This design comes from an exercise in tuning for small area on the open sky130 flow, not from production work.
In this exercise RTL edits were held to simulation tests only and were not proved equivalent to the original.
Power is estimated from default activity; no workload was simulated.

the baseline:
// snake_top
module snake_top(
	input CLOCK_50,
	input [4:0] KEY,            
	output [3:0] VGA_R,
	output [3:0] VGA_G,
	output [3:0] VGA_B,
	output VGA_HS,
	output VGA_VS,
	output [6:0] HEX0,
	output [6:0] HEX1,
	output [6:0] HEX2,
	output [6:0] HEX3,
	output [6:0] HEX4,
	output [6:0] HEX5
);
Size in the first run: about 1400 cells after synthesis, ~62 I/O pins, ~14000 um^2 of cells after synthesis.
clock: 20.0 ns
lec_check: 0
cap_margin: 20
core_margin: 2
core_utilization: 75
slew_margin: 20
standard.sh (not shown) runs the stock make flow with config.mk's settings and CLKGATE_MAP_FILE= SYNTH_SCRIPT=/design/flow/synth_recipe.tcl, a recipe that flattens the netlist after the stock synthesis.
==> flow/flow/run.sh <==
#!/bin/bash
# The standard ORFS layout (standard.sh, unchanged) with two settings
# passed through the environment:
#  - the port buffers that buffer_ports inserts use the smallest buffer
#    (every input and output port still gets its own buffer);
#  - clock tree synthesis clusters the flip-flops up to 10 to a buffer
#    within 40 um, uses clkbuf_4 and adds no dummy loads.
# standard.sh's output goes to standard.log; ORFS keeps each tool's log
# under orfs/logs/.
set -o pipefail
export BUFFER_PORTS_ARGS="-buffer_cell sky130_fd_sc_hd__buf_1"
export CTS_ARGS="-sink_clustering_enable -repair_clock_nets -sink_clustering_size 10 -sink_clustering_max_diameter 40 -buf_list sky130_fd_sc_hd__clkbuf_4 -dont_use_dummy_load"
bash standard.sh > standard.log 2>&1
The inputs of the candidate differ from those of the baseline as listed below.
Settings: changing CORE_UTILIZATION from 75 to 60.
## What came out
- The candidate finished every stage and its layout cleared the timing, design-rule and antenna checks.
- The baseline went all the way through synthesis, placement and routing and the layout is clean on timing, DRC and antenna.
- Between the baseline and the candidate, the flip-flop and latch power figures differ only marginally.
- Compared with the baseline, the candidate shows non-clock buffer count higher by 4.7%.
- On net switching power of the design, the candidate does better than the baseline.
- Comparing the baseline with the candidate, the total internal power came out essentially unchanged.
- Multi-input combinational area share was higher in the baseline than in the candidate.
- Relative to the baseline, number of tap cells inserted has gone up in the candidate.
- Startpoint of the most critical setup path: vcount[8] -> the candidate, vcount[2] -> the baseline
- Taking the baseline as the reference, in the candidate met3 global-route usage saw a decrease, critical path depth saw a decrease.

## sierra
Starting RTL as in the previous note.
export LEC_CHECK = 0
export CAP_MARGIN = 10
export CORE_MARGIN = 2
export CORE_UTILIZATION = 60
export GPL_TIMING_DRIVEN = 0
export SLEW_MARGIN = 10
create_clock -name core_clock -period 20.0 [get_ports {CLOCK_50}]
Scripts as last shown in full above: flow/flow/run.sh
Looking at the reports, sierra completed the entire flow and the layout it produced met the timing, design-rule and antenna checks.
Relative to sierra, the following input files were edited for violet:
Settings: SLEW_MARGIN: 10 -> 20; CAP_MARGIN: 10 -> 20.
[summary]
- sierra → violet: share of cells above drive strength 1 level, proportion of power drawn by the clock network fell by 0.4 points, layout overhead on the synthesized area held steady, wire length of the first global-routing pass down 370 um, per-cell routed wire length barely changed.
- Worst hold slack deteriorates in violet relative to sierra.
- Deepest level of the CTS H-tree: sierra vs violet, no meaningful difference

snake_top, a different RTL version from the one above (not shown whole).
Size: ~1500 cells after synthesis, ~310 flip-flops, roughly 62 I/O pins.
==> flow/design.v (excerpt) <==
module snake_top(
	input CLOCK_50,
	input [4:0] KEY,            
	output [3:0] VGA_R,
	output [3:0] VGA_G,
	output [3:0] VGA_B,
	output VGA_HS,
	output VGA_VS,
	output [6:0] HEX0,
	output [6:0] HEX1,
	output [6:0] HEX2,
	output [6:0] HEX3,
	output [6:0] HEX4,
	output [6:0] HEX5
);
Settings: LEC_CHECK=0, CAP_MARGIN=20, CORE_MARGIN=2, CORE_UTILIZATION=60, CTS_BUF_LIST=sky130_fd_sc_hd__clkbuf_8, CTS_CLUSTER_DIAMETER=50, CTS_CLUSTER_SIZE=20, SLEW_MARGIN=20; clock period 20.0 ns.
run.sh (not shown) runs the stock make flow with config.mk's settings and CLKGATE_MAP_FILE= SYNTH_SCRIPT=/design/flow/synth_recipe.tcl, a recipe that flattens the netlist after the stock synthesis.
Stock flow here: none of the scripts above is used.
The first run went through all stages and came out clean.
Then changed:
==> flow/flow/run.sh (new file) <==
#!/bin/bash
# The standard ORFS layout (standard.sh, unchanged) with two settings
# passed through the environment:
#  - the port buffers that buffer_ports inserts use the smallest buffer
#    (every input and output port still gets its own buffer);
#  - clock tree synthesis clusters the flip-flops 16 to a buffer within
#    60 um, uses clkbuf_8 and adds no dummy loads.
# standard.sh's output goes to standard.log; ORFS keeps each tool's log
# under orfs/logs/.
set -o pipefail
export BUFFER_PORTS_ARGS="-buffer_cell sky130_fd_sc_hd__buf_1"
export CTS_ARGS="-sink_clustering_enable -repair_clock_nets -sink_clustering_size 16 -sink_clustering_max_diameter 60 -buf_list sky130_fd_sc_hd__clkbuf_8 -dont_use_dummy_load"
bash standard.sh > standard.log 2>&1
==> flow/standard.sh (new file) <==
#!/bin/bash
# synth_recipe.tcl (not shown) runs the flow's synth.tcl, then flattens the netlist and writes it again
# the make line also repeats each setting of config.mk as NAME=value (left out here)
make -C /OpenROAD-flow-scripts/flow DESIGN_CONFIG=/design/flow/config.mk WORK_HOME=/design/flow/orfs CLKGATE_MAP_FILE= SYNTH_SCRIPT=/design/flow/synth_recipe.tcl "${@:-finish}"
Settings changed: CTS_BUF_LIST sky130_fd_sc_hd__clkbuf_8 to unset, CTS_CLUSTER_DIAMETER 50 to unset, CTS_CLUSTER_SIZE 20 to unset.
removed: flow/run.sh
Outcome: The new run completed with no timing, DRC or antenna violations; clock power shrinks by 33%; sequential share of layout area increases by 1.7 points; wire length fell by 1.9%; setup slack is better by 0.45 ns; via count falls by 1.5%; synthesized cell count is unchanged; register-to-register slack degrades by 0.12 ns.

run A:
Another version of the RTL of snake_top (not shown whole).
For scale: roughly 1,400 cells after synthesis, about 0.013 sq mm of cells after synthesis.
clock: 20.0 ns
lec_check: 0
cap_margin: 20
core_margin: 2
core_utilization: 60
cts_buf_list: sky130_fd_sc_hd__clkbuf_8
cts_cluster_diameter: 60
cts_cluster_size: 16
slew_margin: 20
Stock flow here: none of the scripts above is used.
Every stage of the flow completed for run A, and the final layout passed the timing, design-rule and antenna checks.
What run B does differently from run A at the input level:
- clearing CTS_CLUSTER_SIZE, which used to be 16
- clearing CTS_BUF_LIST, which used to be sky130_fd_sc_hd__clkbuf_8
- clearing CTS_CLUSTER_DIAMETER, which used to be 60
==> flow/flow/run.sh (new file) <==
#!/bin/bash
# The standard ORFS layout (standard.sh, unchanged) with two settings
# passed through the environment:
#  - the port buffers that buffer_ports inserts use the smallest buffer
#    (every input and output port still gets its own buffer);
#  - clock tree synthesis clusters the flip-flops up to 10 to a buffer
#    within 40 um, uses clkbuf_4 and adds no dummy loads.
# standard.sh's output goes to standard.log; ORFS keeps each tool's log
# under orfs/logs/.
set -o pipefail
export BUFFER_PORTS_ARGS="-buffer_cell sky130_fd_sc_hd__buf_1"
export CTS_ARGS="-sink_clustering_enable -repair_clock_nets -sink_clustering_size 10 -sink_clustering_max_diameter 40 -buf_list sky130_fd_sc_hd__clkbuf_4 -dont_use_dummy_load"
bash standard.sh > standard.log 2>&1
==> flow/standard.sh (new file) <==
#!/bin/bash
# synth_recipe.tcl (not shown) runs the flow's synth.tcl, then flattens the netlist and writes it again
# the make line also repeats each setting of config.mk as NAME=value (left out here)
make -C /OpenROAD-flow-scripts/flow DESIGN_CONFIG=/design/flow/config.mk WORK_HOME=/design/flow/orfs CLKGATE_MAP_FILE= SYNTH_SCRIPT=/design/flow/synth_recipe.tcl "${@:-finish}"
removed: flow/run.sh
- Run B finished every step from synthesis to the final layout, and the layout passed the timing, design-rule and antenna checks.
- Comparing run B and run A, post-route cell area is lower on run B.
- As far as number of non-clock inverters in the layout goes, run A and run B are indistinguishable; the numbers are identical.
- Diff run A -> run B | count of clock-buffer cells in the layout | up by more than half
- Final cell count: run B vs run A, no meaningful difference
- Re clock skew: run A was lower than run B.
- Taking run A as the reference, in run B count of inserted antenna diode cells moved up, flip-flop and latch share of the layout cell area moved up, total area of multi-input combinational cells about even, post-layout utilization of the core -1.8 points.
- Wire: run B routes more than run A
- Higher total power consumption of the routed design goes to run A over run B.

## what the ideal ports hide
How much do the figures lean on ideal ports? The routed layouts below were timed once more, with nothing changed but the port constraints.
Step 1 (the two cells are an assumption about what drives the block):
set clk [get_ports {CLOCK_50}]
set_driving_cell -lib_cell sky130_fd_sc_hd__clkbuf_16 $clk
set_driving_cell -lib_cell sky130_fd_sc_hd__buf_2 [delete_from_list [all_inputs] $clk]
Step 2 times the ports against the registers' clock, not the clock port: input delays grow and output delays shrink by t, the midpoint of the rising clock arrivals with the driver on.
a / b / c = ideal ports / drivers / drivers and shift; a / b = the first two.
run	t (ns)	setup WS [ns]	worst data-port slew with drivers (ns)
the baseline	0.653	11.294 / 11.254 / 11.907	0.03
the candidate	0.652	11.257 / 11.214 / 11.866	0.03
sierra	0.661	10.977 / 10.939 / 11.600	0.03
violet	0.664	10.894 / 10.853 / 11.518	0.03
the first run of note 3	0.657	11.498 / 11.452 / 12.108	0.03
the second run of note 3	0.589	11.953 / 11.907 / 12.495	0.03
run A	0.629	11.779 / 11.736 / 12.365	0.03
run B	0.656	12.111 / 12.070 / 12.726	0.03
After both steps setup and hold are still met in every run listed.
